This design comes from an exercise in tuning for small area and a short achievable clock period on the open sky130 flow, not from production work.
Only simulation tests tie the RTL to the original design; equivalence was not proved.
No driver is modelled on the clock port, so clocking that relies on it looks cheaper here than on a real chip.

Setup of run 1:
## ALU
module ALU(
    input [31:0] rs1,
    input [31:0] rs2,
    input clk,
    input [3:0] sel,
    output reg [31:0] out
);
export LEC_CHECK = 0
export CAP_MARGIN = 20
export CORE_MARGIN = 2
export CORE_UTILIZATION = 40
export SETUP_SLACK_MARGIN = 1.5
export SLEW_MARGIN = 20
export SYNTH_HIERARCHICAL = 1
create_clock -name core_clock -period 5.0 [get_ports {clk}]
standard.sh (not shown) runs the stock make flow with config.mk's settings and CLKGATE_MAP_FILE= SYNTH_SCRIPT=/design/flow/synth_recipe.tcl, a recipe that flattens the netlist after the stock synthesis.
==> flow/flow/run.sh <==
#!/bin/bash
# Standard layout with three changes: plain buf_1 cells as the port buffers;
# every synthesized cell swapped for its smallest size before placement (the
# resizer sizes up again where needed); and after clock tree synthesis, cells
# the timing repair sized up are sized down again wherever the worst setup
# slack stays at the repair's target (SETUP_SLACK_MARGIN).
set -euo pipefail
export BUFFER_PORTS_ARGS="-buffer_cell sky130_fd_sc_hd__buf_1"
export POST_FLOORPLAN_TCL="$PWD/flow/downsize.tcl"
export POST_CTS_TCL="$PWD/flow/recover.tcl"
bash standard.sh finish > make_finish.log 2>&1
==> flow/flow/recover.tcl <==
# Area recovery: swap cells for smaller sizes of the same function wherever
# the worst setup slack stays at or above the target.
set ::ar_period $::env(FLOW_PERIOD_NS)
proc ar_wns {} {
  estimate_parasitics -placement
  return [expr {[sta::worst_slack_cmd max] * 1e9}]
}
proc ar_run {target {product 0}} {
  set fam [dict create]
  foreach lc [get_lib_cells sky130_fd_sc_hd__*] {
    if {[get_property $lc dont_use]} { continue }
    set n [get_name $lc]
    if {![regexp {^(.+)_([0-9]+)$} $n -> f d]} { continue }
    dict lappend fam $f [list $n [get_property $lc area]]
  }
  set wns [ar_wns]
  if {$wns < $target} { set target $wns }
  set a0 [expr {[rsz::design_area] * 1e12}]
  set tried 0
  set kept 0
  set best [expr {$a0 * ($::ar_period - $wns)}]
  foreach inst [get_cells *] {
    set name [get_full_name $inst]
    if {[string match clkbuf_* $name] || [string match clkload* $name]} { continue }
    set lc [get_lib_cells -of_objects $inst]
    if {$lc eq "" || $lc eq "NULL"} { continue }
    set cur [get_name $lc]
    if {![regexp {^(.+)_([0-9]+)$} $cur -> f d]} { continue }
    if {![dict exists $fam $f]} { continue }
    set area [get_property $lc area]
    set smaller {}
    foreach x [dict get $fam $f] { if {[lindex $x 1] < $area} { lappend smaller $x } }
    set smaller [lsort -real -decreasing -index 1 $smaller]
    foreach x $smaller {
      incr tried
      replace_cell $inst [lindex $x 0]
      set w [ar_wns]
      if {$product} {
        set s [expr {[rsz::design_area] * 1e12 * ($::ar_period - $w)}]
        set ok [expr {$s < $best}]
      } else {
        set ok [expr {$w >= $target}]
      }
      if {$ok} {
        if {$product} { set best $s }
        set cur [lindex $x 0]
        incr kept
      } else {
        replace_cell $inst $cur
        break
      }
    }
  }
  set w [ar_wns]
  puts [format "recover.tcl: %d tried, %d kept; area %.1f -> %.1f, wns %.3f (target %.3f)" \
          $tried $kept $a0 [expr {[rsz::design_area] * 1e12}] $w $target]
}
ar_run $::env(SETUP_SLACK_MARGIN)
Other scripts of this flow, unchanged in this note and not shown: flow/flow/downsize.tcl
Edits applied to the flow inputs when going from run 1 to run 2:
- SETUP_SLACK_MARGIN: 1.5 -> 1.6
diff --git a/flow/flow/recover.tcl b/flow/flow/recover.tcl
--- a/flow/flow/recover.tcl
+++ b/flow/flow/recover.tcl
@@ -3 +3 @@
-set ::ar_period $::env(FLOW_PERIOD_NS)
+set ar_period $::env(FLOW_PERIOD_NS)
--- outcome ---
- From run 1 to run 2, I/O pin count did not move at all.
- In run 2, the number of placed cells counting well taps came out about 0.4% above the value in run 1.
- Post-placement setup slack: run 2 > run 1
- Changes observed in run 2 relative to run 1: complex-gate fraction of the synthesized area held; routability congestion estimate went up 0.0065; synthesized area held.
- Run 2 — half-perimeter wire length after detailed placement 2.8% higher, run 1 as reference
- For run 2, the flow was terminated by a tool error in 4_1_cts and produced no final design.
Inputs modified between run 2 and run 3:
- SETUP_SLACK_MARGIN changed from 1.6 to 1.5
==> notes.md <==
- FAIL for each of run 3 and run 2
- Run 3 did not finish: a tool error stopped it during 4_1_cts.
- As the logs show, run 2 stopped at 4_1_cts after a tool error, so it never reached the end of the flow.
- Comparing run 2 against run 3, there is no change at all in I/O pin count.
- Run 2 -> run 3: synthesized-area fraction occupied by xor and xnor cells flat
- Comparing run 2 against run 3, there is no change at all in post-synthesis cell type count.
- NOTE: placement-stage worst setup slack in run 3 falls short of that of run 2
- Reported for run 3 and run 2, die extent in x turned out identical to the last digit.
- Run 3 -> run 2: share of the synthesized area in compound gates (AO/OA/AOI/OAI) delta 0, exact match
- Instance area after placement in run 3 is 0.38% below run 2.
- Share of cell area taken by muxes after synthesis came out exactly the same in run 3 and run 2.
- Changes observed in run 3 relative to run 2: final RePlAce weighted congestion now sits lower, half-perimeter wire length after detailed placement now sits lower, number of placed cells counting well taps now sits lower.
diff inputs: run 3 => run 4
==> flow/flow/run.sh <==
#!/bin/bash
# Standard layout with two changes: plain buf_1 cells as the port buffers, and
# every synthesized cell swapped for its smallest size before placement (the
# resizer sizes up again where needed).
set -euo pipefail
export BUFFER_PORTS_ARGS="-buffer_cell sky130_fd_sc_hd__buf_1"
export POST_FLOORPLAN_TCL="$PWD/flow/downsize.tcl"
bash standard.sh finish > make_finish.log 2>&1
removed: flow/flow/recover.tcl
### Flow results
- Synthesized-area fraction occupied by ao, oa, aoi and oai cells came out exactly the same in run 3 and run 4.
- Re sequential element share of the synthesized area: no difference whatsoever between run 4 and run 3.
- The remaining runs in run 3 and run 4 completed every stage, whereas run 3 halted early.
- What ended run 3 was a tool error in 4_1_cts; the run never finished.
- Run 4 vs. run 3: last weighted congestion value of the routability-driven placer roughly the same, area after synthesis neither gained nor lost much.

-- static timing again, ports no longer ideal --
How much do the figures lean on ideal ports? The routed layouts below were timed once more, with nothing changed but the port constraints. Step 1 assumes that a clkbuf_16 drives the clock port and a buf_2 every other input. Step 2, shift: input delay + t, output delay - t, t = (earliest + latest rising clock arrival at the registers) / 2. This alone moves slack from input paths to output paths. Slacks: no drivers / after step 1 / after step 2; pairs: no drivers / after step 1.
run	t (ns)	slack for setup (ns)	worst setup path at the end
run 1	0.340	1.664 / 1.683 / 1.343	input to register
run 4	0.338	1.676 / 1.696 / 1.358	input to register
After both steps every run listed still meets setup and hold. For run 1, which loses most, drivers alone change the setup slack by +0.019 ns; drivers and shift together by -0.321 ns.
